What follows belongs to an exercise in optimizing a design on an open flow for small area and a short achievable clock period; a production flow would make more cautious choices. No functional check of the RTL was part of any run shown here.

$ cat design.v
module mac_fa(input a, input b, input c, output s, output co);
  assign s = a ^ b ^ c;
  assign co = (a & b) | (a & c) | (b & c);
endmodule
module mac_xor(input a, input b, output s);
  assign s = a ^ b;
endmodule
module mac(A, B, C, D, clk, reset, Acc);
  input [7:0] A, B, C, D;
  input clk, reset;
  output [31:0] Acc;
  reg [31:0] R;
  reg [0:0] V;
  reg [9:0] W;
  wire p_A0B0 = ~(A[0] & B[0]);
  wire p_A0B1 = ~(A[0] & B[1]);
  wire p_A0B2 = ~(A[0] & B[2]);
  wire p_A0B3 = ~(A[0] & B[3]);
  wire p_A0B4 = ~(A[0] & B[4]);
  wire p_A0B5 = ~(A[0] & B[5]);
  wire p_A0B6 = ~(A[0] & B[6]);
  wire p_A0B7 = ~(A[0] & B[7]);
  wire p_A1B0 = ~(A[1] & B[0]);
  wire p_A1B1 = ~(A[1] & B[1]);
  wire p_A1B2 = ~(A[1] & B[2]);
  wire p_A1B3 = ~(A[1] & B[3]);
  wire p_A1B4 = ~(A[1] & B[4]);
  wire p_A1B5 = ~(A[1] & B[5]);
  wire p_A1B6 = ~(A[1] & B[6]);
  wire p_A1B7 = ~(A[1] & B[7]);
  wire p_A2B0 = ~(A[2] & B[0]);
  wire p_A2B1 = ~(A[2] & B[1]);
  wire p_A2B2 = ~(A[2] & B[2]);
  wire p_A2B3 = ~(A[2] & B[3]);
  wire p_A2B4 = ~(A[2] & B[4]);
  wire p_A2B5 = ~(A[2] & B[5]);
  wire p_A2B6 = ~(A[2] & B[6]);
  wire p_A2B7 = ~(A[2] & B[7]);
  wire p_A3B0 = ~(A[3] & B[0]);
  wire p_A3B1 = ~(A[3] & B[1]);
  wire p_A3B2 = ~(A[3] & B[2]);
  wire p_A3B3 = ~(A[3] & B[3]);
  wire p_A3B4 = ~(A[3] & B[4]);
  wire p_A3B5 = ~(A[3] & B[5]);
  wire p_A3B6 = ~(A[3] & B[6]);
  wire p_A3B7 = ~(A[3] & B[7]);
  wire p_A4B0 = ~(A[4] & B[0]);
  wire p_A4B1 = ~(A[4] & B[1]);
  wire p_A4B2 = ~(A[4] & B[2]);
  wire p_A4B3 = ~(A[4] & B[3]);
  wire p_A4B4 = ~(A[4] & B[4]);
  wire p_A4B5 = ~(A[4] & B[5]);
  wire p_A4B6 = ~(A[4] & B[6]);
  wire p_A4B7 = ~(A[4] & B[7]);
  wire p_A5B0 = ~(A[5] & B[0]);
  wire p_A5B1 = ~(A[5] & B[1]);
  wire p_A5B2 = ~(A[5] & B[2]);
  wire p_A5B3 = ~(A[5] & B[3]);
  wire p_A5B4 = ~(A[5] & B[4]);
  wire p_A5B5 = ~(A[5] & B[5]);
  wire p_A5B6 = ~(A[5] & B[6]);
  wire p_A5B7 = ~(A[5] & B[7]);
  wire p_A6B0 = ~(A[6] & B[0]);
  wire p_A6B1 = ~(A[6] & B[1]);
  wire p_A6B2 = ~(A[6] & B[2]);
  wire p_A6B3 = ~(A[6] & B[3]);
  wire p_A6B4 = ~(A[6] & B[4]);
  wire p_A6B5 = ~(A[6] & B[5]);
  wire p_A6B6 = ~(A[6] & B[6]);
  wire p_A6B7 = ~(A[6] & B[7]);
  wire p_A7B0 = ~(A[7] & B[0]);
  wire p_A7B1 = ~(A[7] & B[1]);
  wire p_A7B2 = ~(A[7] & B[2]);
  wire p_A7B3 = ~(A[7] & B[3]);
  wire p_A7B4 = ~(A[7] & B[4]);
  wire p_A7B5 = ~(A[7] & B[5]);
  wire p_A7B6 = ~(A[7] & B[6]);
  wire p_A7B7 = ~(A[7] & B[7]);
  wire p_C0D0 = ~(C[0] & D[0]);
  wire p_C0D1 = ~(C[0] & D[1]);
  wire p_C0D2 = ~(C[0] & D[2]);
  wire p_C0D3 = ~(C[0] & D[3]);
  wire p_C0D4 = ~(C[0] & D[4]);
  wire p_C0D5 = ~(C[0] & D[5]);
  wire p_C0D6 = ~(C[0] & D[6]);
  wire p_C0D7 = ~(C[0] & D[7]);
  wire p_C1D0 = ~(C[1] & D[0]);
  wire p_C1D1 = ~(C[1] & D[1]);
  wire p_C1D2 = ~(C[1] & D[2]);
  wire p_C1D3 = ~(C[1] & D[3]);
  wire p_C1D4 = ~(C[1] & D[4]);
  wire p_C1D5 = ~(C[1] & D[5]);
  wire p_C1D6 = ~(C[1] & D[6]);
  wire p_C1D7 = ~(C[1] & D[7]);
  wire p_C2D0 = ~(C[2] & D[0]);
  wire p_C2D1 = ~(C[2] & D[1]);
  wire p_C2D2 = ~(C[2] & D[2]);
  wire p_C2D3 = ~(C[2] & D[3]);
  wire p_C2D4 = ~(C[2] & D[4]);
  wire p_C2D5 = ~(C[2] & D[5]);
  wire p_C2D6 = ~(C[2] & D[6]);
  wire p_C2D7 = ~(C[2] & D[7]);
  wire p_C3D0 = ~(C[3] & D[0]);
  wire p_C3D1 = ~(C[3] & D[1]);
  wire p_C3D2 = ~(C[3] & D[2]);
  wire p_C3D3 = ~(C[3] & D[3]);
  wire p_C3D4 = ~(C[3] & D[4]);
  wire p_C3D5 = ~(C[3] & D[5]);
  wire p_C3D6 = ~(C[3] & D[6]);
  wire p_C3D7 = ~(C[3] & D[7]);
  wire p_C4D0 = ~(C[4] & D[0]);
  wire p_C4D1 = ~(C[4] & D[1]);
  wire p_C4D2 = ~(C[4] & D[2]);
  wire p_C4D3 = ~(C[4] & D[3]);
  wire p_C4D4 = ~(C[4] & D[4]);
  wire p_C4D5 = ~(C[4] & D[5]);
  wire p_C4D6 = ~(C[4] & D[6]);
  wire p_C4D7 = ~(C[4] & D[7]);
  wire p_C5D0 = ~(C[5] & D[0]);
  wire p_C5D1 = ~(C[5] & D[1]);
  wire p_C5D2 = ~(C[5] & D[2]);
  wire p_C5D3 = ~(C[5] & D[3]);
  wire p_C5D4 = ~(C[5] & D[4]);
  wire p_C5D5 = ~(C[5] & D[5]);
  wire p_C5D6 = ~(C[5] & D[6]);
  wire p_C5D7 = ~(C[5] & D[7]);
  wire p_C6D0 = ~(C[6] & D[0]);
  wire p_C6D1 = ~(C[6] & D[1]);
  wire p_C6D2 = ~(C[6] & D[2]);
  wire p_C6D3 = ~(C[6] & D[3]);
  wire p_C6D4 = ~(C[6] & D[4]);
  wire p_C6D5 = ~(C[6] & D[5]);
  wire p_C6D6 = ~(C[6] & D[6]);
  wire p_C6D7 = ~(C[6] & D[7]);
  wire p_C7D0 = ~(C[7] & D[0]);
  wire p_C7D1 = ~(C[7] & D[1]);
  wire p_C7D2 = ~(C[7] & D[2]);
  wire p_C7D3 = ~(C[7] & D[3]);
  wire p_C7D4 = ~(C[7] & D[4]);
  wire p_C7D5 = ~(C[7] & D[5]);
  wire p_C7D6 = ~(C[7] & D[6]);
  wire p_C7D7 = ~(C[7] & D[7]);
  wire s1, c2;
  wire s3, c4;
  wire s5, c6;
  wire s7, c8;
  wire s9, c10;
  wire s11, c12;
  wire s13, c14;
  wire s15, c16;
  wire s17, c18;
  wire s19, c20;
  wire s21, c22;
  wire s23, c24;
  wire s25, c26;
  wire s27, c28;
  wire s29, c30;
  wire s31, c32;
  wire s33, c34;
  wire s35, c36;
  wire s37, c38;
  wire s39, c40;
  wire s41, c42;
  wire s43, c44;
  wire s45, c46;
  wire s47, c48;
  wire s49, c50;
  wire s51, c52;
  wire s53, c54;
  wire s55, c56;
  wire s57, c58;
  wire s59, c60;
  wire s61, c62;
  wire s63, c64;
  wire s65, c66;
  wire s67, c68;
  wire s69, c70;
  wire s71, c72;
  wire s73, c74;
  wire s75, c76;
  wire s77, c78;
  wire s79, c80;
  wire s81, c82;
  wire s83, c84;
  wire s85, c86;
  wire s87, c88;
  wire s89, c90;
  wire s91, c92;
  wire s93, c94;
  wire s95, c96;
  wire s97, c98;
  wire s99, c100;
  wire s101, c102;
  wire s103, c104;
  wire s105, c106;
  wire s107, c108;
  wire s109, c110;
  wire s111, c112;
  wire s113, c114;
  wire s115, c116;
  wire s117, c118;
  wire s119, c120;
  wire s121, c122;
  wire s123, c124;
  wire s125, c126;
  wire s127, c128;
  wire s129, c130;
  wire s131, c132;
  wire s133, c134;
  wire s135, c136;
  wire s137, c138;
  wire s139, c140;
  wire s141, c142;
  wire s143, c144;
  wire s145, c146;
  wire s147, c148;
  wire s149, c150;
  wire s151, c152;
  wire s153, c154;
  wire s155, c156;
  wire s157, c158;
  wire s159, c160;
  wire s161, c162;
  wire s163, c164;
  wire s165, c166;
  wire s167, c168;
  wire s169, c170;
  wire s171, c172;
  wire s173, c174;
  wire s175, c176;
  wire s177, c178;
  wire s179, c180;
  wire s181, c182;
  wire s183, c184;
  wire s185, c186;
  wire s187, c188;
  wire s189, c190;
  wire s191, c192;
  wire s193, c194;
  wire s195, c196;
  wire s197, c198;
  wire s199, c200;
  wire s201, c202;
  wire s203, c204;
  wire s205, c206;
  wire s207, c208;
  wire s209, c210;
  wire s211, c212;
  wire s213, c214;
  wire s215, c216;
  wire s217, c218;
  wire s219, c220;
  wire s221, c222;
  wire s223, c224;
  wire s225, c226;
  wire s227, c228;
  wire s229, c230;
  wire s231, c232;
  wire s233, c234;
  wire s235, c236;
  wire s237, c238;
  wire s239, c240;
  wire s241, c242;
  wire s243, c244;
  wire s245, c246;
  wire s247, c248;
  wire s249, c250;
  wire s251, c252;
  wire s253, c254;
  wire s255, c256;
  wire s257, c258;
  wire s259, c260;
  wire s261, c262;
  wire [31:0] x = {R[31], R[30], R[29], R[28], R[27], R[26], R[25], R[24], R[23], R[22], R[21], R[20], R[19], R[18], R[17], s261, ~s259, ~s255, ~s247, ~s235, ~s219, ~c174, ~s175, ~s145, ~s117, ~s87, ~s61, s41, s25, s13, ~s3, (C[0] & D[0])};
  wire [31:0] y = {1'b0, 1'b0, 1'b0, 1'b0, 1'b0, 1'b0, 1'b0, 1'b0, 1'b0, 1'b0, 1'b0, 1'b0, 1'b0, 1'b0, c262, ~c260, ~c256, ~c248, ~c236, ~c220, ~c200, ~s199, ~s173, ~s147, ~s115, ~s85, ~s59, ~s39, ~s23, ~s11, ~s5, ~s1};
  mac_xor u_s1 (R[0], p_A0B0, s1);
  assign c2 = R[0] & ~p_A0B0;
  mac_fa u_s3 (~R[1], p_A0B1, p_A1B0, s3, c4);
  mac_fa u_s5 (p_C0D1, p_C1D0, ~c2, s5, c6);
  mac_fa u_s7 (~R[2], p_A0B2, p_A1B1, s7, c8);
  mac_fa u_s9 (p_A2B0, p_C0D2, p_C1D1, s9, c10);
  mac_fa u_s11 (p_C2D0, c4, s7, s11, c12);
  mac_xor u_s13 (s9, c6, s13);
  assign c14 = ~s9 & ~c6;
  mac_fa u_s15 (~R[3], p_A0B3, p_A1B2, s15, c16);
  mac_fa u_s17 (p_A2B1, p_A3B0, p_C0D3, s17, c18);
  mac_fa u_s19 (p_C1D2, p_C2D1, p_C3D0, s19, c20);
  mac_fa u_s21 (c8, c10, s15, s21, c22);
  mac_fa u_s23 (s17, s19, ~c14, s23, c24);
  mac_xor u_s25 (c12, s21, s25);
  assign c26 = ~c12 & ~s21;
  mac_fa u_s27 (~R[4], p_A0B4, p_A1B3, s27, c28);
  mac_fa u_s29 (p_A2B2, p_A3B1, p_A4B0, s29, c30);
  mac_fa u_s31 (p_C0D4, p_C1D3, p_C2D2, s31, c32);
  mac_fa u_s33 (p_C3D1, p_C4D0, c16, s33, c34);
  mac_fa u_s35 (c18, c20, s27, s35, c36);
  mac_fa u_s37 (s29, s31, s33, s37, c38);
  mac_fa u_s39 (c22, s35, ~c26, s39, c40);
  mac_xor u_s41 (c24, s37, s41);
  assign c42 = ~c24 & ~s37;
  mac_fa u_s43 (~R[5], p_A0B5, p_A1B4, s43, c44);
  mac_fa u_s45 (p_A2B3, p_A3B2, p_A4B1, s45, c46);
  mac_fa u_s47 (p_A5B0, p_C0D5, p_C1D4, s47, c48);
  mac_fa u_s49 (p_C2D3, p_C3D2, p_C4D1, s49, c50);
  mac_fa u_s51 (p_C5D0, c28, c30, s51, c52);
  mac_fa u_s53 (c32, s43, s45, s53, c54);
  mac_fa u_s55 (s47, s49, c34, s55, c56);
  mac_fa u_s57 (c36, s51, s53, s57, c58);
  mac_fa u_s59 (s55, c38, s57, s59, c60);
  mac_xor u_s61 (c42, c40, s61);
  assign c62 = c42 & ~c40;
  mac_fa u_s63 (R[6], V[0], W[0], s63, c64);
  mac_fa u_s65 (~s63, p_A0B6, p_A1B5, s65, c66);
  mac_fa u_s67 (p_A2B4, p_A3B3, p_A4B2, s67, c68);
  mac_fa u_s69 (p_A5B1, p_A6B0, p_C0D6, s69, c70);
  mac_fa u_s71 (p_C1D5, p_C2D4, p_C3D3, s71, c72);
  mac_fa u_s73 (p_C4D2, p_C5D1, p_C6D0, s73, c74);
  mac_fa u_s75 (c44, c46, c48, s75, c76);
  mac_fa u_s77 (c50, s65, s67, s77, c78);
  mac_fa u_s79 (s69, s71, s73, s79, c80);
  mac_fa u_s81 (c52, c54, s75, s81, c82);
  mac_fa u_s83 (s77, s79, c56, s83, c84);
  mac_fa u_s85 (c58, s81, s83, s85, c86);
  mac_xor u_s87 (c62, c60, s87);
  assign c88 = c62 & ~c60;
  mac_fa u_s89 (R[7], W[1], c64, s89, c90);
  mac_fa u_s91 (p_A0B7, p_A1B6, p_A2B5, s91, c92);
  mac_fa u_s93 (p_A3B4, p_A4B3, p_A5B2, s93, c94);
  mac_fa u_s95 (p_A6B1, p_A7B0, p_C0D7, s95, c96);
  mac_fa u_s97 (p_C1D6, p_C2D5, p_C3D4, s97, c98);
  mac_fa u_s99 (p_C4D3, p_C5D2, p_C6D1, s99, c100);
  mac_fa u_s101 (p_C7D0, ~s89, c66, s101, c102);
  mac_fa u_s103 (c68, c70, c72, s103, c104);
  mac_fa u_s105 (c74, s91, s93, s105, c106);
  mac_fa u_s107 (s95, s97, s99, s107, c108);
  mac_fa u_s109 (c76, s101, c78, s109, c110);
  mac_fa u_s111 (c80, s103, s105, s111, c112);
  mac_fa u_s113 (s107, c82, s109, s113, c114);
  mac_fa u_s115 (s111, c84, s113, s115, c116);
  mac_xor u_s117 (c88, c86, s117);
  assign c118 = c88 & ~c86;
  mac_fa u_s119 (R[8], W[2], c90, s119, c120);
  mac_fa u_s121 (p_A1B7, p_A2B6, p_A3B5, s121, c122);
  mac_fa u_s123 (p_A4B4, p_A5B3, p_A6B2, s123, c124);
  mac_fa u_s125 (p_A7B1, p_C1D7, p_C2D6, s125, c126);
  mac_fa u_s127 (p_C3D5, p_C4D4, p_C5D3, s127, c128);
  mac_fa u_s129 (p_C6D2, p_C7D1, ~s119, s129, c130);
  mac_fa u_s131 (c92, c94, c96, s131, c132);
  mac_fa u_s133 (c98, c100, s121, s133, c134);
  mac_fa u_s135 (s123, s125, s127, s135, c136);
  mac_fa u_s137 (c102, c104, s129, s137, c138);
  mac_fa u_s139 (c106, c108, s131, s139, c140);
  mac_fa u_s141 (s133, s135, c110, s141, c142);
  mac_fa u_s143 (s137, c112, s139, s143, c144);
  mac_fa u_s145 (c114, s141, s143, s145, c146);
  mac_xor u_s147 (c118, c116, s147);
  assign c148 = c118 & ~c116;
  mac_fa u_s149 (R[9], W[3], (A[2] & B[7]), s149, c150);
  mac_fa u_s151 (p_A3B6, p_A4B5, p_A5B4, s151, c152);
  mac_fa u_s153 (p_A6B3, p_A7B2, p_C2D7, s153, c154);
  mac_fa u_s155 (p_C3D6, p_C4D5, p_C5D4, s155, c156);
  mac_fa u_s157 (p_C6D3, p_C7D2, ~c120, s157, c158);
  mac_fa u_s159 (c122, c124, c126, s159, c160);
  mac_fa u_s161 (c128, s151, s153, s161, c162);
  mac_fa u_s163 (s155, ~s149, c130, s163, c164);
  mac_fa u_s165 (s157, c132, c134, s165, c166);
  mac_fa u_s167 (c136, s159, s161, s167, c168);
  mac_fa u_s169 (c138, s163, c140, s169, c170);
  mac_fa u_s171 (s165, s167, c142, s171, c172);
  mac_fa u_s173 (s169, c144, s171, s173, c174);
  mac_xor u_s175 (c146, c148, s175);
  assign c176 = ~c146 & c148;
  mac_fa u_s177 (R[10], W[4], (A[3] & B[7]), s177, c178);
  mac_fa u_s179 (p_A4B6, p_A5B5, p_A6B4, s179, c180);
  mac_fa u_s181 (p_A7B3, p_C3D7, p_C4D6, s181, c182);
  mac_fa u_s183 (p_C5D5, p_C6D4, p_C7D3, s183, c184);
  mac_fa u_s185 (c152, c154, c156, s185, c186);
  mac_fa u_s187 (s179, s181, ~c150, s187, c188);
  mac_fa u_s189 (s183, ~s177, c158, s189, c190);
  mac_fa u_s191 (c160, c162, s185, s191, c192);
  mac_fa u_s193 (s187, c164, s189, s193, c194);
  mac_fa u_s195 (c166, c168, s191, s195, c196);
  mac_fa u_s197 (s193, c170, s195, s197, c198);
  mac_fa u_s199 (c172, s197, ~c176, s199, c200);
  mac_fa u_s201 (R[11], W[5], (A[4] & B[7]), s201, c202);
  mac_fa u_s203 (p_A5B6, p_A6B5, p_A7B4, s203, c204);
  mac_fa u_s205 (p_C4D7, p_C5D6, p_C6D5, s205, c206);
  mac_fa u_s207 (p_C7D4, c180, c182, s207, c208);
  mac_fa u_s209 (c184, s203, ~c178, s209, c210);
  mac_fa u_s211 (s205, ~s201, c186, s211, c212);
  mac_fa u_s213 (s207, c188, s209, s213, c214);
  mac_fa u_s215 (c190, s211, c192, s215, c216);
  mac_fa u_s217 (s213, c194, c196, s217, c218);
  mac_fa u_s219 (s215, s217, c198, s219, c220);
  mac_fa u_s221 (R[12], W[6], (A[5] & B[7]), s221, c222);
  mac_fa u_s223 (p_A6B6, p_A7B5, p_C5D7, s223, c224);
  mac_fa u_s225 (p_C6D6, p_C7D5, c204, s225, c226);
  mac_fa u_s227 (c206, s223, ~c202, s227, c228);
  mac_fa u_s229 (~s221, c208, s225, s229, c230);
  mac_fa u_s231 (c210, s227, c212, s231, c232);
  mac_fa u_s233 (s229, c214, s231, s233, c234);
  mac_fa u_s235 (c216, s233, c218, s235, c236);
  mac_fa u_s237 (R[13], W[7], (A[6] & B[7]), s237, c238);
  mac_fa u_s239 (p_A7B6, p_C6D7, p_C7D6, s239, c240);
  mac_fa u_s241 (c224, s239, ~c222, s241, c242);
  mac_fa u_s243 (~s237, c226, c228, s243, c244);
  mac_fa u_s245 (s241, c230, s243, s245, c246);
  mac_fa u_s247 (c232, s245, c234, s247, c248);
  mac_fa u_s249 (R[14], W[8], (A[7] & B[7]), s249, c250);
  mac_fa u_s251 (p_C7D7, c240, ~c238, s251, c252);
  mac_fa u_s253 (~s249, c242, s251, s253, c254);
  mac_fa u_s255 (c244, s253, c246, s255, c256);
  mac_fa u_s257 (R[15], W[9], c250, s257, c258);
  mac_fa u_s259 (c252, ~s257, c254, s259, c260);
  mac_xor u_s261 (R[16], c258, s261);
  assign c262 = R[16] & c258;
  wire [6:0] blk0 = x[5:0] + y[5:0];
  wire [16:0] blk2 = x[31:16] + y[31:16];
  wire [31:0] vv = {1'b0, 1'b0, 1'b0, 1'b0, 1'b0, 1'b0, 1'b0, 1'b0, 1'b0, 1'b0, 1'b0, 1'b0, 1'b0, 1'b0, 1'b0, 1'b0, 1'b0, 1'b0, 1'b0, 1'b0, 1'b0, 1'b0, 1'b0, 1'b0, 1'b0, V[0], 1'b0, 1'b0, 1'b0, 1'b0, 1'b0, 1'b0};
  wire [31:0] wv = {1'b0, 1'b0, 1'b0, 1'b0, 1'b0, 1'b0, 1'b0, 1'b0, 1'b0, 1'b0, 1'b0, 1'b0, 1'b0, 1'b0, 1'b0, 1'b0, W[9], W[8], W[7], W[6], W[5], W[4], W[3], W[2], W[1], W[0], 1'b0, 1'b0, 1'b0, 1'b0, 1'b0, 1'b0};
  assign Acc = R + vv + wv;
  always @(posedge clk, negedge reset)
    if (reset == 0) begin
      R <= 0;
      V <= 0;
      W <= 0;
    end else begin
      R <= {blk2[15], blk2[14], blk2[13], blk2[12], blk2[11], blk2[10], blk2[9], blk2[8], blk2[7], blk2[6], blk2[5], blk2[4], blk2[3], blk2[2], blk2[1], blk2[0], x[15], x[14], x[13], x[12], x[11], x[10], x[9], x[8], x[7], x[6], blk0[5], blk0[4], blk0[3], blk0[2], blk0[1], blk0[0]};
      V <= {blk0[6]};
      W <= {y[15], y[14], y[13], y[12], y[11], y[10], y[9], y[8], y[7], y[6]};
    end
endmodule
$ cat flow/run.sh
#!/bin/bash
# Standard ORFS flow (the standard.sh), with the port buffers made of
# sky130_fd_sc_hd__buf_2 instead of buffer_ports' default cell.
set -o pipefail
export BUFFER_PORTS_ARGS="-buffer_cell sky130_fd_sc_hd__buf_2"
bash standard.sh finish 2>&1 | tee standard_flow.log
$ cat standard.sh
#!/bin/bash
# synth_recipe.tcl (not shown) runs the flow's synth.tcl, then flattens the netlist and writes it again
# the make line also repeats each setting of config.mk as NAME=value (left out here)
make -C /OpenROAD-flow-scripts/flow DESIGN_CONFIG=/design/flow/config.mk WORK_HOME=/design/flow/orfs CLKGATE_MAP_FILE= SYNTH_SCRIPT=/design/flow/synth_recipe.tcl "${@:-finish}"
$ cat config.mk
export PLATFORM = sky130hd
export DESIGN_NAME = mac
export DESIGN_NICKNAME = mac
export VERILOG_FILES = /design/flow/design.v
export SDC_FILE = /design/flow/constraint.sdc
export NUM_CORES = 4
export LEC_CHECK = 0
export CAP_MARGIN = 20
export CORE_MARGIN = 2
export CORE_UTILIZATION = 60
export SETUP_SLACK_MARGIN = 1.5
export SLEW_MARGIN = 20
export SYNTH_HIERARCHICAL = 1
$ cat constraint.sdc
create_clock -name core_clock -period 6.5 [get_ports {clk}]
set_input_delay 1.3000 -clock core_clock [delete_from_list [all_inputs] [get_ports {clk}]]
set_output_delay 1.3000 -clock core_clock [all_outputs]
set_load 0.01 [all_outputs]
==> summary.md, run 1 <==
| Metric | Value |
|---|---|
| Outcome | finished clean |
| Ant. Diodes | 0 |
| Mapped Nets | 766 |
| Width of the die | 103.1 um |
| Core footprint | 9639 um2 |
| Area fraction in compound gates after synthesis | 0.05291 |
| CP Data Required Time | 6.70 ns |
| Area post-placement | 6205 um2 |
| Input/output buffers | 65 |
| Post-synthesis xor/xnor area fraction | 0.07289 |
| Initial antenna violation count | 0 |
| Fmax | 205.7 MHz |
| Place WS | 1.315 ns |
| Root Buffer | clkbuf_8 |
| Wire per inst | 16.83 um |
| Initial Util | 0.6109 |
| Num ports | 66 |
| First-pass GRT wire length | 20.20 mm |
| HP Class | reg2reg |
| PnR worst setup slack | 1.638 ns |
| First-pass DRT Iterations | 4 |
| Clk_skew | 0.01376 ns |
| Setup CP Type | in2reg |
| # resized after CTS | 0 |
| Fraction of registers with async set/reset | 1.000 |
| Final setup TNS | 0 ns |
| DR DRC count | 0 |
| Die area | 10,620 um2 |
| Num CTS Buffers | 5 |
| Post-layout min period | 4.862 ns |
| Hold buffer count at cts | 0 |
| Vias in the first global route | 4,121 |
| Seq/Total Area, Yosys | 0.1827 |
| # H-tree levels | 2 |
| Clock Latency Late Sink | 0.31 ns |
| Cell total after placement | 738 |
| Hold_ws | 0.4895 ns |
| GPL Wtd Cong | 0.8993 |
| Post-synth EDFFs | 0 |
| Max-slew headroom | 0.5801 |
| Post-synthesis mux area share | 0 |
| Most used DFF post-synth | dfrtp_1 |
| Layout area overhead | 7.034% |
| Average cell area after synthesis | 10.15 um2 |
| Row cnt | 36 |
| Critical Path Fanout Max | 9 |
| Critical path launch point type | input pin |
| Clock buffer depth | 2 |
| Post-Route WL | 12.55 mm |
| Starting DRT DRC Count | 131 |
| Via count | 3,983 |
| Adder-cell share of the synthesized area | 0.4824 |
| Worst-Margin Slew | 0.6299 ns |
| Total global routing track utilization | 0.2573 |
| Largest family of logic cells by synthesized area | adder cells |
| CP Capture Type | register |
| RSZ-0062 raised after global routing | false |
| Vias per inst | 5.339 |
| Final hold vios | 0 |
| Max Cap Violations | 0 |
| Final core occ | 0.6538 |
| Fin cells | 746 |
| Clk slew on worst S/H paths | 0.10 ns |
| ANT nets after route | 0 |
| Simple-Gate Fraction of Synth Area | 0.1354 |
| Share of layout cells above drive strength 1 | 0.1354 |
| Synth cell types | 45 |
| Worst EP arrival | 5.06 ns |
| CTS tree | built |
| Setup bufs post-CTS | 0 |
| Design area | 6302 um2 |
| Post-synth design cell area | 5888 um2 |
| GRT overflow | 0 |
| YS warnings | 7 |
| Die height | 103.1 um |
| R2r setup slk | 1.98 ns |
| Final setup fails | 0 |
| NumNets Final | 798 |
| Syn Inst Count | 580 |
| Synth Register Bits | 43 |
| Final period util | 0.7480 |
| Largest net degree at the start of global routing | 44 |
| Clock Sink Count | 43 |
| Final Max Tran Viols | 0 |
| DP HPWL | 10.74 mm |
cells in the final DEF (no fill, tap or decap), types with 2 or more instances in the layout:
cell / count
a21o_1: 9
clkbuf_8: 5
fa_1: 125
nor2_1: 12
o21bai_1: 2
a21oi_1: 12
a211o_1: 2
nand4_1: 2
or2_2: 3
and4_1: 2
nand2_1: 132
and3_1: 2
xor2_1: 24
o21ai_0: 4
and2_1: 10
o211ai_1: 3
dfrtp_1: 43
nor3_1: 5
xnor2_1: 25
ha_1: 27
nand3_1: 5
buf_2: 64
nor2b_1: 2
inv_1: 69
inv_6: 2
sequential cells by signal, indices dropped and copies added (netlist names):
register and cells:
V 1, W 10, R 32
metal layers:
layer,track usage,up-vias,share of wire
met3,0.03729,16,0.059
met5,0,-,0
met1,0.3709,2010,0.43
li1,-,1823,-
met2,0.4116,134,0.50
met4,0.07692,0,0.019
Yosys stat by module (local to each module, per instance):
module,times used,cell area (um2)
mac_fa,121,20.02
mac,1,3378
mac_xor,10,8.758
path summary, 6_finish.rpt:
path	start	endpoint	cells after the start
worst max-delay path	A[0]	W[4]$_DFF_PN0_	11
worst min-delay path	R[31]$_DFF_PN0_	R[31]$_DFF_PN0_	1
worst max register to register	R[6]$_DFF_PN0_	W[4]$_DFF_PN0_	11
worst min register to register	R[31]$_DFF_PN0_	R[31]$_DFF_PN0_	1
max in group asynchronous	reset	R[13]$_DFF_PN0_	1
min in group asynchronous	reset	R[26]$_DFF_PN0_	1
cells in the mapped netlist (all sizes together), types with 3 or more instances:
cell type | number | area [um2]
nor2 | 12 | 45.04
or2 | 3 | 18.77
a21o | 9 | 67.56
fa | 125 | 2502
a21oi | 12 | 60.06
xnor2 | 25 | 219.0
xor2 | 24 | 210.2
and3 | 3 | 20.02
buf | 8 | 55.05
nand2 | 132 | 495.5
ha | 27 | 337.8
inv | 69 | 259.0
o211ai | 4 | 43.79
and2 | 11 | 70.07
nand3 | 6 | 35.03
clkbuf | 32 | 120.1
nor3 | 6 | 35.03
o21ai | 4 | 20.02
dfrtp | 43 | 1076
area by class of cell:
class / instances / area [um2]
sequential: 43 / 1076
tap: 133 / 166.4
fill: 812 / 3337
clock buffer: 5 / 68.82
clock inverter: 3 / 26.28
timing repair buffer: 65 / 327.8
multi-input combinational: 428 / 4378
inverter: 69 / 259.0
kinds of logic (layout without fill, tap and decap cells):
kind of cell | Yosys count | count (layout)
XOR/XNOR | 49 | 49
buffers and inverters | 109 | 142
adder cells (fa/ha/maj) | 152 | 152
flip-flops | 43 | 43
AO/OA/AOI/OAI | 43 | 43
AND/OR/NAND/NOR | 184 | 184
critical path, cell delays in order:
cell      delay, ns
buf_2          0.20
nand2_1        0.12
fa_1           0.45
fa_1           0.48
fa_1           0.57
fa_1           0.43
fa_1           0.41
nor4_1         0.43
nand2b_1       0.14
fa_1           0.50
inv_1          0.04
==> inputs of run 2 (changes only) <==
--- a/design.v
+++ b/design.v
@@ -2,6 +2,12 @@
   assign s = a ^ b ^ c;
   assign co = (a & b) | (a & c) | (b & c);
 endmodule
+module mac_x3(input a, input b, input c, output s);
+  assign s = a ^ b ^ c;
+endmodule
+module mac_mj(input a, input b, input c, output co);
+  assign co = (a & b) | (a & c) | (b & c);
+endmodule
 module mac_xor(input a, input b, output s);
   assign s = a ^ b;
 endmodule
@@ -10,7 +16,7 @@
   input clk, reset;
   output [31:0] Acc;
   reg [31:0] R;
-  reg [0:0] V;
+  reg [2:0] V;
   reg [9:0] W;
   wire p_A0B0 = ~(A[0] & B[0]);
   wire p_A0B1 = ~(A[0] & B[1]);
@@ -271,8 +277,8 @@
   wire s257, c258;
   wire s259, c260;
   wire s261, c262;
-  wire [31:0] x = {R[31], R[30], R[29], R[28], R[27], R[26], R[25], R[24], R[23], R[22], R[21], R[20], R[19], R[18], R[17], s261, ~s259, ~s255, ~s247, ~s235, ~s219, ~c174, ~s175, ~s145, ~s117, ~s87, ~s61, s41, s25, s13, ~s3, (C[0] & D[0])};
-  wire [31:0] y = {1'b0, 1'b0, 1'b0, 1'b0, 1'b0, 1'b0, 1'b0, 1'b0, 1'b0, 1'b0, 1'b0, 1'b0, 1'b0, 1'b0, c262, ~c260, ~c256, ~c248, ~c236, ~c220, ~c200, ~s199, ~s173, ~s147, ~s115, ~s85, ~s59, ~s39, ~s23, ~s11, ~s5, ~s1};
+  wire [31:0] x = {R[31], R[30], R[29], R[28], R[27], R[26], R[25], R[24], R[23], R[22], R[21], R[20], R[19], R[18], R[17], s261, ~s259, ~s255, ~s247, ~s235, ~s219, c176, c148, ~c116, ~s115, ~s85, ~s59, s41, s25, s13, ~s3, (C[0] & D[0])};
+  wire [31:0] y = {1'b0, 1'b0, 1'b0, 1'b0, 1'b0, 1'b0, 1'b0, 1'b0, 1'b0, V[2], 1'b0, 1'b0, 1'b0, V[1], c262, ~c260, ~c256, ~c248, ~c236, ~c220, ~c200, ~s199, s175, ~s147, ~s117, ~s87, ~s61, ~s39, ~s23, ~s11, ~s5, ~s1};
   mac_xor u_s1 (R[0], p_A0B0, s1);
   assign c2 = R[0] & ~p_A0B0;
   mac_fa u_s3 (~R[1], p_A0B1, p_A1B0, s3, c4);
@@ -306,7 +312,8 @@
   mac_fa u_s53 (c32, s43, s45, s53, c54);
   mac_fa u_s55 (s47, s49, c34, s55, c56);
   mac_fa u_s57 (c36, s51, s53, s57, c58);
-  mac_fa u_s59 (s55, c38, s57, s59, c60);
+  mac_x3 u_s59 (s55, c38, s57, s59);
+  mac_mj u_c60 (s55, c38, s57, c60);
   mac_xor u_s61 (c42, c40, s61);
   assign c62 = c42 & ~c40;
   mac_fa u_s63 (R[6], V[0], W[0], s63, c64);
@@ -320,7 +327,8 @@
   mac_fa u_s79 (s69, s71, s73, s79, c80);
   mac_fa u_s81 (c52, c54, s75, s81, c82);
   mac_fa u_s83 (s77, s79, c56, s83, c84);
-  mac_fa u_s85 (c58, s81, s83, s85, c86);
+  mac_x3 u_s85 (c58, s81, s83, s85);
+  mac_mj u_c86 (c58, s81, s83, c86);
   mac_xor u_s87 (c62, c60, s87);
   assign c88 = c62 & ~c60;
   mac_fa u_s89 (R[7], W[1], c64, s89, c90);
@@ -336,7 +344,8 @@
   mac_fa u_s109 (c76, s101, c78, s109, c110);
   mac_fa u_s111 (c80, s103, s105, s111, c112);
   mac_fa u_s113 (s107, c82, s109, s113, c114);
-  mac_fa u_s115 (s111, c84, s113, s115, c116);
+  mac_x3 u_s115 (s111, c84, s113, s115);
+  mac_mj u_c116 (s111, c84, s113, c116);
   mac_xor u_s117 (c88, c86, s117);
   assign c118 = c88 & ~c86;
   mac_fa u_s119 (R[8], W[2], c90, s119, c120);
@@ -351,10 +360,12 @@
   mac_fa u_s137 (c102, c104, s129, s137, c138);
   mac_fa u_s139 (c106, c108, s131, s139, c140);
   mac_fa u_s141 (s133, s135, c110, s141, c142);
-  mac_fa u_s143 (s137, c112, s139, s143, c144);
-  mac_fa u_s145 (c114, s141, s143, s145, c146);
-  mac_xor u_s147 (c118, c116, s147);
-  assign c148 = c118 & ~c116;
+  mac_x3 u_s143 (s137, c112, s139, s143);
+  mac_mj u_c144 (s137, c112, s139, c144);
+  mac_x3 u_s145 (c114, s141, s143, s145);
+  mac_mj u_c146 (c114, s141, s143, c146);
+  mac_xor u_s147 (c118, s145, s147);
+  assign c148 = c118 & ~s145;
   mac_fa u_s149 (R[9], W[3], (A[2] & B[7]), s149, c150);
   mac_fa u_s151 (p_A3B6, p_A4B5, p_A5B4, s151, c152);
   mac_fa u_s153 (p_A6B3, p_A7B2, p_C2D7, s153, c154);
@@ -366,10 +377,12 @@
   mac_fa u_s165 (s157, c132, c134, s165, c166);
   mac_fa u_s167 (c136, s159, s161, s167, c168);
   mac_fa u_s169 (c138, s163, c140, s169, c170);
-  mac_fa u_s171 (s165, s167, c142, s171, c172);
-  mac_fa u_s173 (s169, c144, s171, s173, c174);
-  mac_xor u_s175 (c146, c148, s175);
-  assign c176 = ~c146 & c148;
+  mac_x3 u_s171 (s165, s167, c142, s171);
+  mac_mj u_c172 (s165, s167, c142, c172);
+  mac_x3 u_s173 (c144, s169, s171, s173);
+  mac_mj u_c174 (c144, s169, s171, c174);
+  mac_xor u_s175 (c146, s173, s175);
+  assign c176 = ~c146 & ~s173;
   mac_fa u_s177 (R[10], W[4], (A[3] & B[7]), s177, c178);
   mac_fa u_s179 (p_A4B6, p_A5B5, p_A6B4, s179, c180);
   mac_fa u_s181 (p_A7B3, p_C3D7, p_C4D6, s181, c182);
@@ -379,9 +392,12 @@
   mac_fa u_s189 (s183, ~s177, c158, s189, c190);
   mac_fa u_s191 (c160, c162, s185, s191, c192);
   mac_fa u_s193 (s187, c164, s189, s193, c194);
-  mac_fa u_s195 (c166, c168, s191, s195, c196);
-  mac_fa u_s197 (s193, c170, s195, s197, c198);
-  mac_fa u_s199 (c172, s197, ~c176, s199, c200);
+  mac_x3 u_s195 (c166, c168, s191, s195);
+  mac_mj u_c196 (c166, c168, s191, c196);
+  mac_x3 u_s197 (s193, c170, s195, s197);
+  mac_mj u_c198 (s193, c170, s195, c198);
+  mac_x3 u_s199 (c172, s197, c174, s199);
+  mac_mj u_c200 (c172, s197, c174, c200);
   mac_fa u_s201 (R[11], W[5], (A[4] & B[7]), s201, c202);
   mac_fa u_s203 (p_A5B6, p_A6B5, p_A7B4, s203, c204);
   mac_fa u_s205 (p_C4D7, p_C5D6, p_C6D5, s205, c206);
@@ -390,33 +406,41 @@
   mac_fa u_s211 (s205, ~s201, c186, s211, c212);
   mac_fa u_s213 (s207, c188, s209, s213, c214);
   mac_fa u_s215 (c190, s211, c192, s215, c216);
-  mac_fa u_s217 (s213, c194, c196, s217, c218);
-  mac_fa u_s219 (s215, s217, c198, s219, c220);
+  mac_x3 u_s217 (s213, c194, c196, s217);
+  mac_mj u_c218 (s213, c194, c196, c218);
+  mac_x3 u_s219 (s215, s217, c198, s219);
+  mac_mj u_c220 (s215, s217, c198, c220);
   mac_fa u_s221 (R[12], W[6], (A[5] & B[7]), s221, c222);
   mac_fa u_s223 (p_A6B6, p_A7B5, p_C5D7, s223, c224);
   mac_fa u_s225 (p_C6D6, p_C7D5, c204, s225, c226);
   mac_fa u_s227 (c206, s223, ~c202, s227, c228);
   mac_fa u_s229 (~s221, c208, s225, s229, c230);
   mac_fa u_s231 (c210, s227, c212, s231, c232);
-  mac_fa u_s233 (s229, c214, s231, s233, c234);
-  mac_fa u_s235 (c216, s233, c218, s235, c236);
+  mac_x3 u_s233 (s229, c214, s231, s233);
+  mac_mj u_c234 (s229, c214, s231, c234);
+  mac_x3 u_s235 (c216, s233, c218, s235);
+  mac_mj u_c236 (c216, s233, c218, c236);
   mac_fa u_s237 (R[13], W[7], (A[6] & B[7]), s237, c238);
   mac_fa u_s239 (p_A7B6, p_C6D7, p_C7D6, s239, c240);
   mac_fa u_s241 (c224, s239, ~c222, s241, c242);
   mac_fa u_s243 (~s237, c226, c228, s243, c244);
   mac_fa u_s245 (s241, c230, s243, s245, c246);
-  mac_fa u_s247 (c232, s245, c234, s247, c248);
+  mac_x3 u_s247 (c232, s245, c234, s247);
+  mac_mj u_c248 (c232, s245, c234, c248);
   mac_fa u_s249 (R[14], W[8], (A[7] & B[7]), s249, c250);
   mac_fa u_s251 (p_C7D7, c240, ~c238, s251, c252);
   mac_fa u_s253 (~s249, c242, s251, s253, c254);
-  mac_fa u_s255 (c244, s253, c246, s255, c256);
+  mac_x3 u_s255 (c244, s253, c246, s255);
+  mac_mj u_c256 (c244, s253, c246, c256);
   mac_fa u_s257 (R[15], W[9], c250, s257, c258);
   mac_fa u_s259 (c252, ~s257, c254, s259, c260);
   mac_xor u_s261 (R[16], c258, s261);
   assign c262 = R[16] & c258;
   wire [6:0] blk0 = x[5:0] + y[5:0];
-  wire [16:0] blk2 = x[31:16] + y[31:16];
-  wire [31:0] vv = {1'b0, 1'b0, 1'b0, 1'b0, 1'b0, 1'b0, 1'b0, 1'b0, 1'b0, 1'b0, 1'b0, 1'b0, 1'b0, 1'b0, 1'b0, 1'b0, 1'b0, 1'b0, 1'b0, 1'b0, 1'b0, 1'b0, 1'b0, 1'b0, 1'b0, V[0], 1'b0, 1'b0, 1'b0, 1'b0, 1'b0, 1'b0};
+  wire [2:0] blk2 = x[17:16] + y[17:16];
+  wire [4:0] blk3 = x[21:18] + y[21:18];
+  wire [10:0] blk4 = x[31:22] + y[31:22];
+  wire [31:0] vv = {1'b0, 1'b0, 1'b0, 1'b0, 1'b0, 1'b0, 1'b0, 1'b0, 1'b0, V[2], 1'b0, 1'b0, 1'b0, V[1], 1'b0, 1'b0, 1'b0, 1'b0, 1'b0, 1'b0, 1'b0, 1'b0, 1'b0, 1'b0, 1'b0, V[0], 1'b0, 1'b0, 1'b0, 1'b0, 1'b0, 1'b0};
   wire [31:0] wv = {1'b0, 1'b0, 1'b0, 1'b0, 1'b0, 1'b0, 1'b0, 1'b0, 1'b0, 1'b0, 1'b0, 1'b0, 1'b0, 1'b0, 1'b0, 1'b0, W[9], W[8], W[7], W[6], W[5], W[4], W[3], W[2], W[1], W[0], 1'b0, 1'b0, 1'b0, 1'b0, 1'b0, 1'b0};
   assign Acc = R + vv + wv;
   always @(posedge clk, negedge reset)
@@ -425,8 +449,8 @@
       V <= 0;
       W <= 0;
     end else begin
-      R <= {blk2[15], blk2[14], blk2[13], blk2[12], blk2[11], blk2[10], blk2[9], blk2[8], blk2[7], blk2[6], blk2[5], blk2[4], blk2[3], blk2[2], blk2[1], blk2[0], x[15], x[14], x[13], x[12], x[11], x[10], x[9], x[8], x[7], x[6], blk0[5], blk0[4], blk0[3], blk0[2], blk0[1], blk0[0]};
-      V <= {blk0[6]};
+      R <= {blk4[9], blk4[8], blk4[7], blk4[6], blk4[5], blk4[4], blk4[3], blk4[2], blk4[1], blk4[0], blk3[3], blk3[2], blk3[1], blk3[0], blk2[1], blk2[0], x[15], x[14], x[13], x[12], x[11], x[10], x[9], x[8], x[7], x[6], blk0[5], blk0[4], blk0[3], blk0[2], blk0[1], blk0[0]};
+      V <= {blk3[4], blk2[2], blk0[6]};
       W <= {y[15], y[14], y[13], y[12], y[11], y[10], y[9], y[8], y[7], y[6]};
     end
 endmodule
==> summary.md, run 2 <==
| Metric | Value |
|---|---|
| Synth Register Bits | 45 (+4.7%) |
| Width of the die | 105.9 um (+2.7%) |
| Syn Inst Count | 597 (+2.9%) |
| Setup CP Type | reg2out |
| DP HPWL | 11.27 mm (+5.0%) |
| ANT nets after route | 0 (unchanged) |
| Initial antenna violation count | 0 (unchanged) |
| Max-slew headroom | 0.6069 (+0.02677) |
| Post-Route WL | 13.47 mm (+7.3%) |
| Clock Latency Late Sink | 0.31 ns (about the same) |
| YS warnings | 7 (unchanged) |
| Final hold vios | 0 (unchanged) |
| Post-synth top area share | 0.3505 (-0.07451) |
| Buf/Inv on CP | 1 (-1) |
| Share of layout cells above drive strength 1 | 0.1603 (+0.02492) |
| # resized after CTS | 0 (unchanged) |
| Fmax | 226.8 MHz (+10%) |
| Hold buffer count at cts | 0 (unchanged) |
| Most common cell after layout, fill and taps aside | nand2_1 |
| Post-synth design cell area | 6226 um2 (+5.7%) |
| Via count | 4,304 (+8.1%) |
| Die area | 11,210 um2 (+5.5%) |
| Largest net degree at the start of global routing | 46 (+4.5%) |
| RSZ-0062 raised after global routing | false |
| # H-tree levels | 2 (unchanged) |
| Cell family with most CP delay | compound AO/OA/AOI/OAI gates |
| Vias in the first global route | 4,635 (+12%) |
| Post-layout min period | 4.410 ns (-0.4524 ns) |
| Setup bufs post-CTS | 0 (unchanged) |
| Fin cells | 766 (+2.7%) |
| CP max-delay cell | dfrtp_1 |
| CP Data Required Time | 5.20 ns (-1.50 ns) |
| GPL Wtd Cong | 0.8884 (-1.2%) |
| Initial Util | 0.6113 (about the same) |
| CP Capture Type | primary output |
| HP Class | reg2reg |
| Starting DRT DRC Count | 248 (+89%) |
| Top flop regs | R: 32 flops, W: 10 flops, V: 3 flops |
| Synth area leader | fa_1 |
| List of most frequent post-synthesis cells | 128 x nand2_1, 109 x fa_1, 60 x inv_1, 45 x dfrtp_1 |
| Final Max Tran Viols | 0 (unchanged) |
| CTS tree | built |
| Design area | 6640 um2 (+5.4%) |
| Top cells by area, synth | fa_1 35%, dfrtp_1 18%, nand2_1 7.7%, ha_1 6.4%, xor3_1 6.1% |
| Top reg by flops | R |
| Fraction of registers with async set/reset | 1.000 (unchanged) |
| Critical path launch point type | register |
| Reg2reg path depth | 10 (-1) |
| Mapped Nets | 772 (+0.78%) |
| Worst-Margin Slew | 0.5897 ns (-0.04016 ns) |
| Num ports | 66 (unchanged) |
| Clk slew on worst S/H paths | 0.10 ns (about the same) |
| Most used DFF post-synth | dfrtp_1 |
| Vias per inst | 5.619 (+5.2%) |
| Most common cell in the netlist | nand2_1 |
| Cell total after placement | 758 (+2.7%) |
| Critical Path Fanout Max | 6 (-3) |
| Clock Sink Count | 45 (+4.7%) |
| Hold path cells | 1 (unchanged) |
| Final setup fails | 0 (unchanged) |
| Clock buffer depth | 2 (unchanged) |
| Final setup TNS | 0 ns (unchanged) |
| Crit path largest cell delay | 0.42 ns (-0.15 ns) |
| Clk_skew | 0.01482 ns (+0.001063 ns) |
| CP dominant cell by count | ha_1 |
| Die height | 105.9 um (+2.7%) |
| Worst path depth | 9 (-2) |
| Total global routing track utilization | 0.2617 (+0.004465) |
| Outcome | finished clean |
| Synth cell types | 43 (-4.4%) |
| Average cell area after synthesis | 10.43 um2 (+2.7%) |
| Worst EP arrival | 3.11 ns (-1.95 ns) |
| Core footprint | 10,180 um2 (+5.7%) |
| Num CTS Buffers | 5 (unchanged) |
| First-pass GRT wire length | 22.55 mm (+12%) |
| Max reg flops | 32 (unchanged) |
| Max Cap Violations | 0 (unchanged) |
| Seq/Total Area, Yosys | 0.1809 (-0.001877) |
| Ant. Diodes | 0 (unchanged) |
| GRT overflow | 0 (unchanged) |
| Most frequent cells in the layout | 128 x nand2_1, 109 x fa_1, 64 x buf_2 |
| First-pass DRT Iterations | 6 (+2) |
| DR DRC count | 0 (unchanged) |
| Final period util | 0.6784 (-0.06960) |
| Post-synth EDFFs | 0 (unchanged) |
| Crit-path cells | ha_1, ha_1, fa_1, a21o_1, a221oi_4, o32ai_2, o31ai_1, xnor2_1, buf_2 |
| Wire per inst | 17.59 um (+4.5%) |
| Input/output buffers | 65 (unchanged) |
| Area post-placement | 6544 um2 (+5.5%) |
| Root Buffer | clkbuf_8 |
| Row cnt | 37 (+2.8%) |
| Layout area overhead | 6.652% |
| NumNets Final | 804 (+0.75%) |
[run 2: changes by cell type in the layout (fill, tap and decap cells not counted), moves of 4 or more]
cell     previous run  this run
fa_1              125       109
ha_1               27        32
inv_1              69        60
maj3_2              0        16
nand2_1           132       128
nand3_1             5         9
nor2_1             12        17
xor2_1             24        19
xor3_1              0        16
[run 2: worst paths after layout]
path,to,slack [ns],start
worst max register to register,W[4]$_DFF_PN0_,2.38,R[6]$_DFF_PN0_
max in group asynchronous,R[10]$_DFF_PN0_,5.11,reset
worst min-delay path,R[31]$_DFF_PN0_,0.51,R[31]$_DFF_PN0_
worst max-delay path,Acc[31],2.09,R[7]$_DFF_PN0_
worst min register to register,R[31]$_DFF_PN0_,0.51,R[31]$_DFF_PN0_
min in group asynchronous,R[28]$_DFF_PN0_,0.98,reset
[run 2: final cells by class]
type / instances / area, um2
clock buffers: 5 / 68.82
clock inverters: 3 / 25.02
fillers: 888 / 3545
inverters: 60 / 225.2
multi-input cells: 452 / 4697
flip-flops and latches: 45 / 1126
well taps: 136 / 170.2
repair buffers: 65 / 327.8
[run 2: cells by family after synthesis]
| kind of cell | Yosys count | synth area share |
|---|---|---|
| flops | 45 | 0.1809 |
| fa+ha+maj | 157 | 0.4437 |
| xor+xnor | 57 | 0.1188 |
| compound gates | 50 | 0.06250 |
| buf+inv | 100 | 0.06471 |
| simple gates | 188 | 0.1294 |
[run 2: per-module statistics from Yosys (local to each module, per instance)]
module,cells,area (um2),copies in the design,flops+latches
mac,450,3476,1,45
mac_mj,1,11.26,16,0
mac_xor,1,8.758,10,0
mac_x3,1,23.77,16,0
mac_fa,1,20.02,105,0
[run 2: stage by stage]
step | setup slack (ns) | hold WS [ns] | utilization
after global routing | 1.871 | 0.5377 | 0.6520
after CTS | 2.065 | 0.5113 | 0.6517
final | 2.090 | 0.5098 | 0.6520
after floorplan | 2.187 | 0.4619 | -
after detailed placement | 2.052 | 0.4937 | 0.6425
after global placement | 2.117 | 0.4826 | 0.6425
[run 2: metal layers]
layer  vias up  wire length (um)  global-route usage
li1       1948                 -                   -
met1      2191              5385              0.3394
met2       131              7139              0.4548
met3        34               532             0.03711
met4         0               417             0.08741
met5         -                 0                   0
==> inputs of run 3 (changes only) <==
--- a/design.v
+++ b/design.v
@@ -16,7 +16,7 @@
   input clk, reset;
   output [31:0] Acc;
   reg [31:0] R;
-  reg [2:0] V;
+  reg [1:0] V;
   reg [9:0] W;
   wire p_A0B0 = ~(A[0] & B[0]);
   wire p_A0B1 = ~(A[0] & B[1]);
@@ -278,7 +278,7 @@
   wire s259, c260;
   wire s261, c262;
   wire [31:0] x = {R[31], R[30], R[29], R[28], R[27], R[26], R[25], R[24], R[23], R[22], R[21], R[20], R[19], R[18], R[17], s261, ~s259, ~s255, ~s247, ~s235, ~s219, c176, c148, ~c116, ~s115, ~s85, ~s59, s41, s25, s13, ~s3, (C[0] & D[0])};
-  wire [31:0] y = {1'b0, 1'b0, 1'b0, 1'b0, 1'b0, 1'b0, 1'b0, 1'b0, 1'b0, V[2], 1'b0, 1'b0, 1'b0, V[1], c262, ~c260, ~c256, ~c248, ~c236, ~c220, ~c200, ~s199, s175, ~s147, ~s117, ~s87, ~s61, ~s39, ~s23, ~s11, ~s5, ~s1};
+  wire [31:0] y = {1'b0, 1'b0, 1'b0, 1'b0, 1'b0, 1'b0, 1'b0, 1'b0, 1'b0, 1'b0, 1'b0, V[1], 1'b0, 1'b0, c262, ~c260, ~c256, ~c248, ~c236, ~c220, ~c200, ~s199, s175, ~s147, ~s117, ~s87, ~s61, ~s39, ~s23, ~s11, ~s5, ~s1};
   mac_xor u_s1 (R[0], p_A0B0, s1);
   assign c2 = R[0] & ~p_A0B0;
   mac_fa u_s3 (~R[1], p_A0B1, p_A1B0, s3, c4);
@@ -437,10 +437,9 @@
   mac_xor u_s261 (R[16], c258, s261);
   assign c262 = R[16] & c258;
   wire [6:0] blk0 = x[5:0] + y[5:0];
-  wire [2:0] blk2 = x[17:16] + y[17:16];
-  wire [4:0] blk3 = x[21:18] + y[21:18];
-  wire [10:0] blk4 = x[31:22] + y[31:22];
-  wire [31:0] vv = {1'b0, 1'b0, 1'b0, 1'b0, 1'b0, 1'b0, 1'b0, 1'b0, 1'b0, V[2], 1'b0, 1'b0, 1'b0, V[1], 1'b0, 1'b0, 1'b0, 1'b0, 1'b0, 1'b0, 1'b0, 1'b0, 1'b0, 1'b0, 1'b0, V[0], 1'b0, 1'b0, 1'b0, 1'b0, 1'b0, 1'b0};
+  wire [4:0] blk2 = x[19:16] + y[19:16];
+  wire [12:0] blk3 = x[31:20] + y[31:20];
+  wire [31:0] vv = {1'b0, 1'b0, 1'b0, 1'b0, 1'b0, 1'b0, 1'b0, 1'b0, 1'b0, 1'b0, 1'b0, V[1], 1'b0, 1'b0, 1'b0, 1'b0, 1'b0, 1'b0, 1'b0, 1'b0, 1'b0, 1'b0, 1'b0, 1'b0, 1'b0, V[0], 1'b0, 1'b0, 1'b0, 1'b0, 1'b0, 1'b0};
   wire [31:0] wv = {1'b0, 1'b0, 1'b0, 1'b0, 1'b0, 1'b0, 1'b0, 1'b0, 1'b0, 1'b0, 1'b0, 1'b0, 1'b0, 1'b0, 1'b0, 1'b0, W[9], W[8], W[7], W[6], W[5], W[4], W[3], W[2], W[1], W[0], 1'b0, 1'b0, 1'b0, 1'b0, 1'b0, 1'b0};
   assign Acc = R + vv + wv;
   always @(posedge clk, negedge reset)
@@ -449,8 +448,8 @@
       V <= 0;
       W <= 0;
     end else begin
-      R <= {blk4[9], blk4[8], blk4[7], blk4[6], blk4[5], blk4[4], blk4[3], blk4[2], blk4[1], blk4[0], blk3[3], blk3[2], blk3[1], blk3[0], blk2[1], blk2[0], x[15], x[14], x[13], x[12], x[11], x[10], x[9], x[8], x[7], x[6], blk0[5], blk0[4], blk0[3], blk0[2], blk0[1], blk0[0]};
-      V <= {blk3[4], blk2[2], blk0[6]};
+      R <= {blk3[11], blk3[10], blk3[9], blk3[8], blk3[7], blk3[6], blk3[5], blk3[4], blk3[3], blk3[2], blk3[1], blk3[0], blk2[3], blk2[2], blk2[1], blk2[0], x[15], x[14], x[13], x[12], x[11], x[10], x[9], x[8], x[7], x[6], blk0[5], blk0[4], blk0[3], blk0[2], blk0[1], blk0[0]};
+      V <= {blk2[4], blk0[6]};
       W <= {y[15], y[14], y[13], y[12], y[11], y[10], y[9], y[8], y[7], y[6]};
     end
 endmodule
==> summary.md, run 3 <==
| Metric | Value |
|---|---|
| Outcome | finished clean |
| First-pass GRT wire length | 22.76 mm (+0.92%) |
| Initial antenna violation count | 0 (unchanged) |
| Design area | 6521 um2 (-1.8%) |
| Fmax | 219.9 MHz (-3.0%) |
| Wire per inst | 17.82 um (+1.3%) |
| Final setup TNS | 0 ns (unchanged) |
| CP max-delay cell | fa_1 |
| Most common cell after layout, fill and taps aside | nand2_1 |
| Mapped Nets | 757 (-1.9%) |
| Seq/Total Area, Yosys | 0.1822 (+0.001289) |
| ANT nets after route | 0 (unchanged) |
| GPL Wtd Cong | 0.8855 (-0.33%) |
| Area post-placement | 6397 um2 (-2.2%) |
| Clk slew on worst S/H paths | 0.09 ns (about the same) |
| Clock Sink Count | 44 (-2.2%) |
| DR DRC count | 0 (unchanged) |
| Top cells by area, synth | fa_1 36%, dfrtp_1 18%, nand2_1 8.3%, xor3_1 6.3%, ha_1 6.2% |
| Final setup fails | 0 (unchanged) |
| Crit path largest cell delay | 0.42 ns (about the same) |
| Syn Inst Count | 584 (-2.2%) |
| GRT overflow | 0 (unchanged) |
| Worst EP arrival | 3.25 ns (+0.14 ns) |
| Area of the multi-input gates | 4553 um2 (-3.1%) |
| First-pass DRT Iterations | 5 (-1) |
| Root Buffer | clkbuf_8 |
| Final period util | 0.6998 (+0.02133) |
| Die area | 10,890 um2 (-2.8%) |
| Largest net degree at the start of global routing | 45 (-2.2%) |
| Highest metal used | met4 |
| Setup bufs post-CTS | 0 (unchanged) |
| Hold_ws | 0.4928 ns (-0.01701 ns) |
| DP HPWL | 11.28 mm (about the same) |
| Post-synth top area share | 0.3610 (+0.01052) |
| Post-synth EDFFs | 0 (unchanged) |
| Crit-path cells | inv_1, fa_1, inv_1, ha_1, inv_1, fa_1, nand2b_1, a21oi_1, o21bai_1, a21oi_1, o211ai_1, xnor2_1, buf_2 |
| CP Capture Type | primary output |
| # H-tree levels | 2 (unchanged) |
| List of most frequent post-synthesis cells | 133 x nand2_1, 109 x fa_1, 67 x inv_1, 44 x dfrtp_1, 31 x xnor2_1 |
| Final hold vios | 0 (unchanged) |
| Share of layout cells above drive strength 1 | 0.1518 (-0.008560) |
| Total global routing track utilization | 0.2678 (+0.006075) |
| Fill count | 828 (-6.8%) |
| Place WS | 2.046 ns (-0.005420 ns) |
| # resized after CTS | 0 (unchanged) |
| CP dominant cell by count | inv_1 |
| Vias in the first global route | 4,478 (-3.4%) |
| Core footprint | 9774 um2 (-4.0%) |
| Critical path launch point type | register |
| Wl on met1 | 5.720 mm (+6.2%) |
| Initial Util | 0.6184 (+0.007105) |
| PnR worst setup slack | 1.951 ns (-0.1387 ns) |
| CTS tree | built |
| Top reg by flops | R |
| YS warnings | 7 (unchanged) |
| Setup CP Type | reg2out |
| Fraction of registers with async set/reset | 1.000 (unchanged) |
| Row cnt | 36 (-2.7%) |
| Post-layout min period | 4.549 ns (+0.1387 ns) |
| Input/output buffers | 65 (unchanged) |
| Clock Latency Late Sink | 0.30 ns (about the same) |
| Ant. Diodes | 0 (unchanged) |
| Starting DRT DRC Count | 192 (-23%) |
| Via count | 4,178 (-2.9%) |
| Clk_skew | 0.009987 ns (-0.004838 ns) |
| Most common cell in the netlist | nand2_1 |
| Hold buffer count at cts | 0 (unchanged) |
| Synth area leader | fa_1 |
| Cell total after placement | 751 (-0.92%) |
| Worst-Margin Slew | 0.5692 ns (-0.02049 ns) |
| Reg area | 1101 um2 (-2.2%) |
| Layout area overhead | 7.886% |
| Top flop regs | R: 32 flops, W: 10 flops, V: 2 flops |
| Max reg flops | 32 (unchanged) |
| Fin cells | 759 (-0.91%) |
| Clock buffer depth | 2 (unchanged) |
| Average cell area after synthesis | 10.35 um2 (-0.75%) |
| Critical Path Fanout Max | 5 (-1) |
| Most frequent cells in the layout | 133 x nand2_1, 109 x fa_1, 67 x inv_1 |
| Synth cell types | 31 (-28%) |
| Post-synth design cell area | 6045 um2 (-2.9%) |
| Metal3 WL | 930 um (+75%) |
| Die height | 104.4 um (-1.4%) |
| Post-Route WL | 13.52 mm (+0.36%) |
| Vias per inst | 5.505 (-2.0%) |
| Width of the die | 104.4 um (-1.4%) |
| CP Data Required Time | 5.20 ns (about the same) |
| Final Max Tran Viols | 0 (unchanged) |
| Max Cap Violations | 0 (unchanged) |
| Synth Register Bits | 44 (-2.2%) |
| Most used DFF post-synth | dfrtp_1 |
| HP Class | reg2reg |
| WL met2 | 6.772 mm (-5.1%) |
| Num ports | 66 (unchanged) |
| RSZ-0062 raised after global routing | false |
| Max-slew headroom | 0.6205 (+0.01366) |
| NumNets Final | 798 (-0.75%) |
| Num CTS Buffers | 5 (unchanged) |
run 3: logic make-up (layout without fill, tap and decap cells):
logic type      Yosys count  in the layout  share of synthesized area
simple gates            190            190                     0.1331
fa+ha+maj               155            155                     0.4529
buf+inv                  98            140                    0.06458
xor+xnor                 63             63                     0.1310
flops                    44             44                     0.1822
compound gates           34             34                    0.03622
run 3: worst max-delay path: cells and delay by family (launching register included):
family,cells,cell delay (ns)
AO/OA/AOI/OAI,4,0.89
XOR/XNOR,1,0.16
adder cells (fa/ha/maj),3,0.98
buffers and inverters,4,0.36
flip-flops,1,0.38
AND/OR/NAND/NOR,1,0.18
run 3: layout make-up:
| cell class | instances | share of cell area |
|---|---|---|
| Clock buffer | 6 | 0.01266 |
| Clock inverter | 2 | 0.005948 |
| Inverter | 67 | 0.03856 |
| Multi-Input combinational cell | 442 | 0.6982 |
| Sequential cell | 44 | 0.1688 |
| Tap cell | 133 | 0.02552 |
| Timing Repair Buffer | 65 | 0.05027 |
run 3: per-module statistics from Yosys, one instance, submodules excluded:
module / area (um2) / cells inside / copies in the design / flops+latches
mac_xor: 8.758 / 1 / 10 / 0
mac_fa: 20.02 / 1 / 105 / 0
mac_x3: 23.77 / 1 / 16 / 0
mac: 3294 / 437 / 1 / 44
mac_mj: 11.26 / 1 / 16 / 0
run 3: path summary, 6_finish.rpt:
check / start / to / slack, ns / cells after the start
min in group asynchronous: reset / R[30]$_DFF_PN0_ / 0.99 / 1
min reg2reg: R[31]$_DFF_PN0_ / R[31]$_DFF_PN0_ / 0.49 / 1
min: R[31]$_DFF_PN0_ / R[31]$_DFF_PN0_ / 0.49 / 1
max in group asynchronous: reset / W[5]$_DFF_PN0_ / 5.12 / 1
max reg2reg: R[6]$_DFF_PN0_ / W[4]$_DFF_PN0_ / 2.40 / 10
max: R[6]$_DFF_PN0_ / Acc[31] / 1.95 / 13
run 3: layer usage:
metal | up-vias | GRT usage
met1 | 2112 | 0.3832
met2 | 160 | 0.4370
li1 | 1888 | -
met5 | - | 0
met4 | 0 | 0.05985
met3 | 18 | 0.04135
run 3: stage by stage:
step                        util
after CTS                 0.6669
after floorplan                -
after global routing      0.6672
after global placement    0.6545
final                     0.6672
after detailed placement  0.6545

-- re-timing with driven ports --
Ports are ideal in the flow. The routed layouts listed here were re-timed in OpenROAD. Step 1: set_driving_cell puts a clkbuf_16 on clk and a buf_2 on each other input, an assumption about the parent block. Step 2 moves the port delays by t, midway between the first and last clock arrival at a register: inputs arrive t later, outputs are due t later. That takes back most of the time a late clock gives input paths. Three values: ideal ports, drivers, drivers and shift; two values: the first two.
| run | t, ns | setup WS [ns] | worst data-port slew with drivers (ns) | pins driven straight from the clock port |
|---|---|---|---|---|
| run 1 | 0.339 | 1.638 / 1.647 / 1.308 | 0.03 | 1 |
| run 2 | 0.338 | 2.090 / 2.055 / 2.020 | 0.03 | 1 |
| run 3 | 0.329 | 1.951 / 1.917 / 2.002 | 0.04 | 1 |
After both steps every run listed still meets setup and hold. The setup slack of run 1, which loses most, moves by +0.009 ns with the drivers and by -0.330 ns with both steps.
